From an optimization exercise on the open Yosys and OpenROAD flow, aimed at small area, a short achievable clock period and few clock cycles per item; shortcuts taken in it are not production practice.
Where RTL was checked, it was by simulation tests only, not by an equivalence proof against the original.

## try-umber
## Binary_to_BCD
module Binary_to_BCD
  #(parameter INPUT_WIDTH = 28,
    parameter DECIMAL_DIGITS = 8)
  (
   input                         clk,
   input                         rst,
   input [INPUT_WIDTH-1:0]       i_Binary,
   input                         i_Start,
   output [DECIMAL_DIGITS*4-1:0] o_BCD,
   output                        o_DV
   );
  function [3:0] add3(input [3:0] d, input en);
    reg c;
    begin
      c = en & (d[3] | (d[2] & (d[1] | d[0])));
      add3 = {c | d[3], c ? d[3] & d[0] : d[2], c ? (d[3] ? ~d[0] : d[1] & d[0]) : d[1], d[0] ^ c};
    end
  endfunction
  reg [33:0] r_R;
  reg        r_Busy, r_DV;
  reg [6:0] r_T;    
  reg [33:0] w_L;
  always @* begin
    w_L = {i_Binary, 6'b0};
    w_L = {w_L[32:0], w_L[33]};
    w_L = {w_L[32:0], w_L[33]};
    w_L = {w_L[32:0], w_L[33]};
    w_L[3:0] = add3(w_L[3:0], 1'b1);
    w_L = {w_L[32:0], w_L[33]};
  end
  reg [33:0] w_S;
  always @* begin
    w_S = r_R;
    w_S[3:0] = add3(w_S[3:0], 1'b1);
    w_S[7:4] = add3(w_S[7:4], 1'b1);
    w_S[11:8] = add3(w_S[11:8], r_T[0]);
    w_S[15:12] = add3(w_S[15:12], r_T[1]);
    w_S[19:16] = add3(w_S[19:16], r_T[3]);
    w_S[23:20] = add3(w_S[23:20], r_T[4]);
  ...
Settings: LEC_CHECK=0, ABC_AREA=1, CAP_MARGIN=20, CORE_MARGIN=2, CORE_UTILIZATION=40, PLACE_DENSITY=0.6, SETUP_SLACK_MARGIN=2.95, SLEW_MARGIN=20; clock period 5.0 ns.
standard.sh (not shown) runs the stock make flow with config.mk's settings and CLKGATE_MAP_FILE= SYNTH_SCRIPT=/design/flow/synth_recipe.tcl, a recipe that flattens the netlist after the stock synthesis.
==> flow/flow/run.sh <==
#!/bin/bash
# The standard layout (the standard.sh: ORFS with the standard flow's synthesis script),
# with two changes:
#  - synthesis maps the logic with the ABC script flow/abc_area.script (an
#    area-first mapping) in place of ORFS's abc_area.script; everything else in
#    ORFS's scripts folder is used as it is, from a copy made here;
#  - the port buffers that buffer_ports inserts are sky130_fd_sc_hd__buf_1.
# Every tool's output goes to standard_flow.log here; ORFS also keeps each
# step's log under orfs/logs.
set -euo pipefail
rm -rf scripts_abc
cp -r "$FLOW_HOME/scripts" scripts_abc
cp flow/abc_area.script scripts_abc/abc_area.script
bash standard.sh "SCRIPTS_DIR=$PWD/scripts_abc" 'BUFFER_PORTS_ARGS=-buffer_cell sky130_fd_sc_hd__buf_1' finish > standard_flow.log 2>&1
==> flow/flow/abc_area.script <==
strash
dch
map -a
topo
stime -c
buffer -c
upsize -c
dnsize -c
try-umber reached the end of the flow, and the finished layout is clean on the timing, design-rule and antenna checks.
Testbench counts of try-umber, summed over its fixed seeds: cycles 11,520, items 1,280.
[inputs] try-amber vs try-umber
- changing SETUP_SLACK_MARGIN from 2.95 to 3.1
==> flow/run.sh (new file) <==
#!/bin/bash
# synth_recipe.tcl (not shown) runs the flow's synth.tcl, then flattens the netlist and writes it again
# the make line also repeats each setting of config.mk as NAME=value (left out here)
make -C /OpenROAD-flow-scripts/flow DESIGN_CONFIG=/design/flow/config.mk WORK_HOME=/design/flow/orfs CLKGATE_MAP_FILE= SYNTH_SCRIPT=/design/flow/synth_recipe.tcl finish
removed: flow/flow/run.sh
removed: flow/flow/abc_area.script
removed: flow/standard.sh
### Flow results
Height of the die of try-amber exceeds that of try-umber by a few percent.
In try-amber relative to try-umber, number of multi-input combinational cells in the layout had gone up by more than a quarter.
Compared with try-umber, try-amber shows cell area after placement that has gone up by more than 10%.
[compare] base=try-umber new=try-amber: core occupancy in the finished layout went down by 1.2 points; routed wire length went up by 11%; count of plain and timing-repair buffers in the layout went down by about 9%; worst setup slack went up by 0.30 ns.
## Diff of input files: try-harbor against try-amber
- a deleted SETUP_SLACK_MARGIN that had been 3.1
==> flow/flow/run.sh (new file) <==
#!/bin/bash
# The standard layout (the standard.sh, unchanged synthesis and steps), with
# the port buffers that buffer_ports inserts made sky130_fd_sc_hd__buf_1 cells
# instead of its default pick. Every tool's output goes to standard_flow.log here;
# ORFS also keeps each step's log under orfs/logs.
set -euo pipefail
bash standard.sh 'BUFFER_PORTS_ARGS=-buffer_cell sky130_fd_sc_hd__buf_1' finish > standard_flow.log 2>&1
==> flow/standard.sh (new file) <==
#!/bin/bash
# synth_recipe.tcl (not shown) runs the flow's synth.tcl, then flattens the netlist and writes it again
# the make line also repeats each setting of config.mk as NAME=value (left out here)
make -C /OpenROAD-flow-scripts/flow DESIGN_CONFIG=/design/flow/config.mk WORK_HOME=/design/flow/orfs CLKGATE_MAP_FILE= SYNTH_SCRIPT=/design/flow/synth_recipe.tcl "${@:-finish}"
removed: flow/run.sh
## What came out
- try-amber -> try-harbor: number of buffers on the longest clock path delta 0, exact match
- r_R[22] as the end point of the critical path was reported by try-amber, and r_R[18] by try-harbor.
- Row routed wire length: try-harbor lower / try-amber higher
- Looking at time the worst path needs with I/O delays and setup, try-harbor sits 0.11 ns above try-amber.
- Count of placed standard cells in the final layout, fillers left out on try-harbor is down relative to try-amber.
- The lower minimum setup slack in the final design of try-harbor and try-amber is in try-harbor.
Here is what was changed in the inputs of try-zinc compared with try-harbor.
- a change of ABC_AREA from 1 to 0
==> flow/run.sh (new file) <==
#!/bin/bash
# synth_recipe.tcl (not shown) runs the flow's synth.tcl, then flattens the netlist and writes it again
# the make line also repeats each setting of config.mk as NAME=value (left out here)
make -C /OpenROAD-flow-scripts/flow DESIGN_CONFIG=/design/flow/config.mk WORK_HOME=/design/flow/orfs CLKGATE_MAP_FILE= SYNTH_SCRIPT=/design/flow/synth_recipe.tcl finish
removed: flow/flow/run.sh
removed: flow/standard.sh
[summary]
- Relative to try-harbor, the cell count after synthesis measured on try-zinc has increased by a few percent.
- [compare] base=try-harbor new=try-zinc: area growth from synthesis to layout rose 6.3 points; post-layout instance count excluding filler cells increased 1.0%; worst setup slack lower.
- For total length of routed wires, dividing the value from try-harbor by the value from try-zinc gives 0.75.
- Taking try-harbor as the reference, in try-zinc area of all placed cells without fillers increased about 27%, number of clock-tree buffers in the layout essentially unchanged.

---

run A:
Binary_to_BCD again, from the RTL that the note above started with.
export LEC_CHECK = 0
export ABC_AREA = 1
export CAP_MARGIN = 20
export CORE_MARGIN = 2
export CORE_UTILIZATION = 40
export PLACE_DENSITY = 0.6
export SETUP_SLACK_MARGIN = 2.85
export SLEW_MARGIN = 20
create_clock -name core_clock -period 5.0 [get_ports {clk}]
==> flow/flow/run.sh <==
#!/bin/bash
# The standard layout (the standard.sh, unchanged synthesis and steps), with
# the port buffers that buffer_ports inserts made sky130_fd_sc_hd__buf_1 cells
# instead of its default pick. Every tool's output goes to standard_flow.log here;
# ORFS also keeps each step's log under orfs/logs.
set -euo pipefail
bash standard.sh 'BUFFER_PORTS_ARGS=-buffer_cell sky130_fd_sc_hd__buf_1' finish > standard_flow.log 2>&1
Testbench counts of run A, summed over its fixed seeds: cycles 11,520, items 1,280.
For run B, these inputs were changed with respect to run A:
Settings: CORE_UTILIZATION changed from 40 to 55; PLACE_DENSITY changed from 0.6 to 0.7; SETUP_SLACK_MARGIN changed from 2.85 to 2.9.
Findings:
- Compare run A and run B | number of DRC violations after detailed-routing iteration 0 lower: run A
- First-pass GRT wire length down about 7% in run B wrt run A
- Fraction of area in clock buffers and inverters: run B vs run A down 0.97 points
- Run B ends up with higher least setup slack across all paths after layout than run A does.
Changes in run C relative to run B:
Settings: SETUP_SLACK_MARGIN changed from 2.9 to 2.95; PLACE_DENSITY changed from 0.7 to 0.6; CORE_UTILIZATION changed from 55 to 40.
==> flow/flow/run.sh <==
#!/bin/bash
# The standard layout (the standard.sh: ORFS with the standard flow's synthesis script),
# with two changes:
#  - synthesis maps the logic with the ABC script flow/abc_area.script (an
#    area-first mapping) in place of ORFS's abc_area.script; everything else in
#    ORFS's scripts folder is used as it is, from a copy made here;
#  - the port buffers that buffer_ports inserts are sky130_fd_sc_hd__buf_1.
# Every tool's output goes to standard_flow.log here; ORFS also keeps each
# step's log under orfs/logs.
set -euo pipefail
rm -rf scripts_abc
cp -r "$FLOW_HOME/scripts" scripts_abc
cp flow/abc_area.script scripts_abc/abc_area.script
bash standard.sh "SCRIPTS_DIR=$PWD/scripts_abc" 'BUFFER_PORTS_ARGS=-buffer_cell sky130_fd_sc_hd__buf_1' finish > standard_flow.log 2>&1
==> flow/flow/abc_area.script (new file) <==
strash
dch
map -a
topo
stime -c
upsize -c
dnsize -c
Results
- Re synthesized area: run B was higher than run C.
- In the metrics for run C and run B, the one carrying the higher maximum clock rate is run B.
- Run C vs. run B: clock-buffer cell count has increased, fraction of registers with async set/reset barely changed.
- Run B reports its most frequent standard cell in the layout excluding fill and tap cells as nand2_1 while run C reports buf_4.
- | non-clock buffer instance count of the final layout | run C vs run B | 69 higher |
- [compare] base=run B new=run C: signed area change from the synthesized netlist to the final layout saw an increase, placeable core region saw an increase.
What run D does differently from run C at the input level:
Settings: changing SETUP_SLACK_MARGIN from 2.95 to 2.9; changing PLACE_DENSITY from 0.6 to 0.8; changing CORE_UTILIZATION from 40 to 65.
==> flow/flow/run.sh <==
#!/bin/bash
# The standard layout (the standard.sh, unchanged synthesis and steps), with
# the port buffers that buffer_ports inserts made sky130_fd_sc_hd__buf_1 cells
# instead of its default pick. Every tool's output goes to standard_flow.log here;
# ORFS also keeps each step's log under orfs/logs.
set -euo pipefail
bash standard.sh 'BUFFER_PORTS_ARGS=-buffer_cell sky130_fd_sc_hd__buf_1' finish > standard_flow.log 2>&1
removed: flow/flow/abc_area.script
==> comparison <==
The latest clock arrival within the worst-skew pair of run D and that of run C are within noise of each other.
Of run D and run C, it is run D that has the lower global-route wire length before repair.
Compared with run C, placement density in the core of run D is higher.
The final reports for run D and run C show mean cell area of the mapped netlist lower in the former.
Run D vs. run C: fraction of area in clock buffers and inverters picked up an extra 0.57 points, die area moved down.
Here is what was changed in the inputs of run E compared with run D.
Settings: changing CORE_UTILIZATION from 65 to 40; changing PLACE_DENSITY from 0.8 to 0.6; changing SETUP_SLACK_MARGIN from 2.9 to 3.05.
==> comparison <==
- Run E was carried through to the last stage, and its layout satisfied the timing, design-rule and antenna checks.
- Run E against run D: final hold slack decreased 0.015 ns; critical path depth decreased 13.
- For run D, the cell with the biggest individual delay on the critical path was dfxtp_2, unlike run E, where it was dfxtp_4.
- Going from run D to run E, design area rose 20%; global-route wire length before repair has increased; wire length went up 14%; time the final worst path needs with I/O delays and setup went down by 0.038 ns.
- The capture point of the worst path comes out r_R[27] in one run and o_BCD[8] in the other, namely in run D and run E respectively.

---

Another version of the RTL of Binary_to_BCD (not shown whole).
Size in the first run: about 540 cells after synthesis.
==> flow/config.mk <==
export PLATFORM = sky130hd
export DESIGN_NAME = Binary_to_BCD
export DESIGN_NICKNAME = Binary_to_BCD
export VERILOG_FILES = /design/flow/design.v
export SDC_FILE = /design/flow/constraint.sdc
export NUM_CORES = 4
export LEC_CHECK = 0
export ABC_AREA = 1
export CAP_MARGIN = 20
export CORE_MARGIN = 2
export CORE_UTILIZATION = 40
export PLACE_DENSITY = 0.6
export SLEW_MARGIN = 20
==> flow/constraint.sdc <==
create_clock -name core_clock -period 5.0 [get_ports {clk}]
set_input_delay 1.0000 -clock core_clock [delete_from_list [all_inputs] [get_ports {clk}]]
set_output_delay 1.0000 -clock core_clock [all_outputs]
set_load 0.01 [all_outputs]
==> flow/flow/run.sh <==
#!/bin/bash
# The standard layout (the standard.sh, unchanged synthesis and steps), with
# the port buffers that buffer_ports inserts made sky130_fd_sc_hd__buf_1 cells
# instead of its default pick. Every tool's output goes to standard_flow.log here;
# ORFS also keeps each step's log under orfs/logs.
set -euo pipefail
bash standard.sh 'BUFFER_PORTS_ARGS=-buffer_cell sky130_fd_sc_hd__buf_1' finish > standard_flow.log 2>&1
The first run finished clean.
Edit:
- SETUP_SLACK_MARGIN: unset -> 2.95
- clock skew hardly moves
- setup slack improves by 0.38 ns
- register-to-register slack improved by 0.38 ns
- routed wire length rises by 12%
Function was not checked in any run of this note: the RTL went through the layout flow alone.

---

Another version of the RTL of Binary_to_BCD (not shown whole).
Size in the first run: roughly 1300 cells after synthesis, roughly 64 I/O pins.
export LEC_CHECK = 0
export ABC_AREA = 0
export CAP_MARGIN = 20
export CORE_MARGIN = 2
export CORE_UTILIZATION = 40
export PLACE_DENSITY = 0.6
export SLEW_MARGIN = 20
export SYNTH_HIERARCHICAL = 1
create_clock -name core_clock -period 5.0 [get_ports {clk}]
run.sh (not shown) runs the stock make flow with config.mk's settings and CLKGATE_MAP_FILE= SYNTH_SCRIPT=/design/flow/synth_recipe.tcl, a recipe that flattens the netlist after the stock synthesis.
Stock flow here: none of the scripts above is used.
The starting point finished with negative setup slack left.
Then changed:
- ABC_AREA: 0 -> 1
The changed run finished with negative setup slack left; global-route usage went up by 0.71 points; clock-buffer cell count is unchanged; die area shrinks by a few percent; fmax hardly moves; first-iteration DRC count came out higher by a quarter to a third; sequential share of layout area fell by 0.13 points.
No run of this note included a check of the RTL's function; only the layout flow was run.

---

Setup of juniper:
RTL: one of the versions met above, not the one the previous note started from.
Size in the first run: about 540 cells after synthesis.
clock: 5.0 ns
lec_check: 0
abc_area: 1
cap_margin: 20
core_margin: 2
core_utilization: 55
place_density: 0.7
setup_slack_margin: 2.95
slew_margin: 20
standard.sh (not shown) runs the stock make flow with config.mk's settings and CLKGATE_MAP_FILE= SYNTH_SCRIPT=/design/flow/synth_recipe.tcl, a recipe that flattens the netlist after the stock synthesis.
Scripts as last shown in full above: flow/flow/run.sh
Testbench counts of juniper, summed over its fixed seeds: cycles 11,520, items 1,280.
What xenon does differently from juniper at the input level:
--- a/flow/config.mk
+++ b/flow/config.mk
@@ -10,4 +10,4 @@
 export CORE_MARGIN = 2
-export CORE_UTILIZATION = 55
-export PLACE_DENSITY = 0.7
+export CORE_UTILIZATION = 40
+export PLACE_DENSITY = 0.6
 export SETUP_SLACK_MARGIN = 2.95
--- outcome ---
Area added between synthesis and finish down 0.50 points in xenon wrt juniper
Taking juniper over xenon, the full die area ratio works out to 0.74.
For clock insertion delay at the later pin of the skew report, juniper and xenon come out practically identical.
On worst hold slack, the lower figure sits with xenon, not juniper.
As of xenon, x dimension of the die had risen by more than 10% compared to juniper.
juniper → xenon: routed length per instance moved down; number of standard cells in the layout, taps in and fillers out rose by about 3.3%.
Here is what was changed in the inputs of yarrow compared with xenon.
--- a/flow/config.mk
+++ b/flow/config.mk
@@ -10,5 +10,4 @@
 export CORE_MARGIN = 2
-export CORE_UTILIZATION = 40
-export PLACE_DENSITY = 0.6
-export SETUP_SLACK_MARGIN = 2.95
+export CORE_UTILIZATION = 60
+export PLACE_DENSITY = 0.75
 export SLEW_MARGIN = 20
==> run notes <==
yarrow vs xenon on met3 routing resource usage after global routing: yarrow is the higher one.
yarrow drops fewer vias than xenon.
r_R[21] as the endpoint of the most critical setup path was reported by xenon, and r_R[18] by yarrow.
Shortest period the worst path allows: yarrow worse than xenon
xenon → yarrow: number of nets at the end of the flow now smaller, setup slack now smaller, post-route met1 wirelength now smaller.
On final period utilization: between yarrow and xenon, it ends up higher for yarrow.
Comparing xenon against yarrow, there is no change at all in number of ordinary inverters in the final layout.
xenon -> yarrow: first-pass GRT wire length decreased by a few percent
--- input diff yarrow..nickel ---
--- a/flow/config.mk
+++ b/flow/config.mk
@@ -10,4 +10,6 @@
 export CORE_MARGIN = 2
-export CORE_UTILIZATION = 60
-export PLACE_DENSITY = 0.75
+export CORE_UTILIZATION = 55
+export GPL_TIMING_DRIVEN = 1
+export PLACE_DENSITY = 0.7
+export SETUP_SLACK_MARGIN = 2.9
 export SLEW_MARGIN = 20
==> comparison <==
- Taking yarrow as the reference, in nickel post-route worst setup slack went up by 0.21 ns.
- Fraction of layout cells with a size suffix above 1: nickel higher than yarrow
- Number of non-clock buffers in the layout of nickel exceeds that of yarrow by a little under 10%.
- nickel: fraction of area in multi-input gates 0.78 points above yarrow
- Register-to-register slack (nickel over yarrow): increase, 0.21 ns
- yarrow -> nickel: hold violation total from the final report delta 0, exact match
- nickel closes out successfully: all stages finished, all timing, DRC and antenna checks passed.
Setup changes, nickel to ember
--- a/flow/config.mk
+++ b/flow/config.mk
@@ -10,5 +10,4 @@
 export CORE_MARGIN = 2
-export CORE_UTILIZATION = 55
-export GPL_TIMING_DRIVEN = 1
-export PLACE_DENSITY = 0.7
+export CORE_UTILIZATION = 40
+export PLACE_DENSITY = 0.6
 export SETUP_SLACK_MARGIN = 2.9
- Taking nickel as the reference, in ember all-layer global routing usage lost 5.1 points; final worst setup slack saw a decrease; critical path's largest stage delay now sits lower; aggregate routed wire length picked up an extra 2.5%.
The inputs of cedar differ from those of ember as listed below.
==> flow/run.sh (new file) <==
#!/bin/bash
# synth_recipe.tcl (not shown) runs the flow's synth.tcl, then flattens the netlist and writes it again
# the make line also repeats each setting of config.mk as NAME=value (left out here)
make -C /OpenROAD-flow-scripts/flow DESIGN_CONFIG=/design/flow/config.mk WORK_HOME=/design/flow/orfs CLKGATE_MAP_FILE= SYNTH_SCRIPT=/design/flow/synth_recipe.tcl finish
--- a/flow/config.mk
+++ b/flow/config.mk
@@ -12,3 +12,2 @@
 export PLACE_DENSITY = 0.6
-export SETUP_SLACK_MARGIN = 2.9
 export SLEW_MARGIN = 20
removed: flow/flow/run.sh
removed: flow/standard.sh
Notes after the runs:
- cedar vs ember: actual slew at the worst max-slew pin up
- Compared with ember, cedar ends up with more cell area.
- cedar against ember: share of cell area taken by multi-input logic gates decreased by 6.2 points relative to the old numbers; final estimated routing congestion in global placement increased by about 4% relative to the old numbers; cell count closely matched the old numbers; data arrival at the endpoint of the critical path decreased by 0.82 ns relative to the old numbers.

[separate check: timing with driven ports]
The results above use ideal ports. As a check the final layouts listed here were re-extracted and re-timed, cells and wires unchanged. Step 1, drivers: a clkbuf_16 drives clk and a buf_2 each remaining input, both assumed. Step 2 also shifts input and output timing later by t, the mid clock arrival at the registers, as if the neighbouring blocks saw the same clock. Three values: no drivers, after step 1, after step 2; two values: the first two.
run | t (ns) | setup slack, ns | worst setup path after step 2 | latest minus earliest clock arrival (ns) | worst register clock-pin slew, ns
try-umber | 0.327 | 2.708 / 2.708 / 2.708 | register to register | 0.007 / 0.006 | 0.09 / 0.09
try-amber | 0.337 | 3.008 / 3.008 / 2.832 | input to register | 0.011 / 0.011 | 0.10 / 0.10
try-harbor | 0.319 | 2.896 / 2.896 / 2.896 | register to register | 0.011 / 0.011 | 0.09 / 0.09
try-zinc | 0.331 | 2.316 / 2.286 / 2.426 | register to register | 0.005 / 0.005 | 0.09 / 0.09
run A | 0.319 | 3.001 / 3.001 / 3.001 | register to register | 0.010 / 0.010 | 0.09 / 0.09
run B | 0.321 | 3.072 / 3.072 / 3.072 | register to register | 0.009 / 0.009 | 0.09 / 0.09
run C | 0.324 | 2.722 / 2.722 / 2.722 | register to register | 0.005 / 0.004 | 0.09 / 0.09
run D | 0.323 | 3.025 / 3.025 / 3.025 | register to register | 0.014 / 0.014 | 0.09 / 0.09
run E | 0.323 | 3.063 / 3.030 / 3.081 | register to register | 0.012 / 0.013 | 0.09 / 0.09
the first run of note 3 | 0.323 | 2.546 / 2.546 / 2.546 | register to register | 0.010 / 0.009 | 0.09 / 0.09
the second run of note 3 | 0.326 | 2.931 / 2.931 / 2.931 | register to register | 0.009 / 0.008 | 0.09 / 0.09
the first run of note 4 | 0.325 | -2.550 / -2.592 / -2.268 | register to output | 0.007 / 0.007 | 0.06 / 0.06
the second run of note 4 | 0.326 | -2.558 / -2.602 / -2.276 | register to output | 0.006 / 0.005 | 0.06 / 0.06
juniper | 0.322 | 3.098 / 3.096 / 3.098 | register to register | 0.010 / 0.010 | 0.09 / 0.09
xenon | 0.319 | 3.060 / 3.060 / 3.060 | register to register | 0.012 / 0.012 | 0.09 / 0.09
yarrow | 0.324 | 2.859 / 2.859 / 2.859 | register to register | 0.010 / 0.009 | 0.09 / 0.09
nickel | 0.321 | 3.072 / 3.072 / 3.072 | register to register | 0.009 / 0.009 | 0.09 / 0.09
ember | 0.320 | 3.041 / 3.041 / 3.041 | register to register | 0.011 / 0.012 | 0.09 / 0.09
cedar | 0.331 | 2.676 / 2.645 / 2.806 | input to register | 0.011 / 0.011 | 0.10 / 0.10
The setup slack of try-amber, which loses most, moves by 0.000 ns with the drivers and by -0.176 ns with both steps.
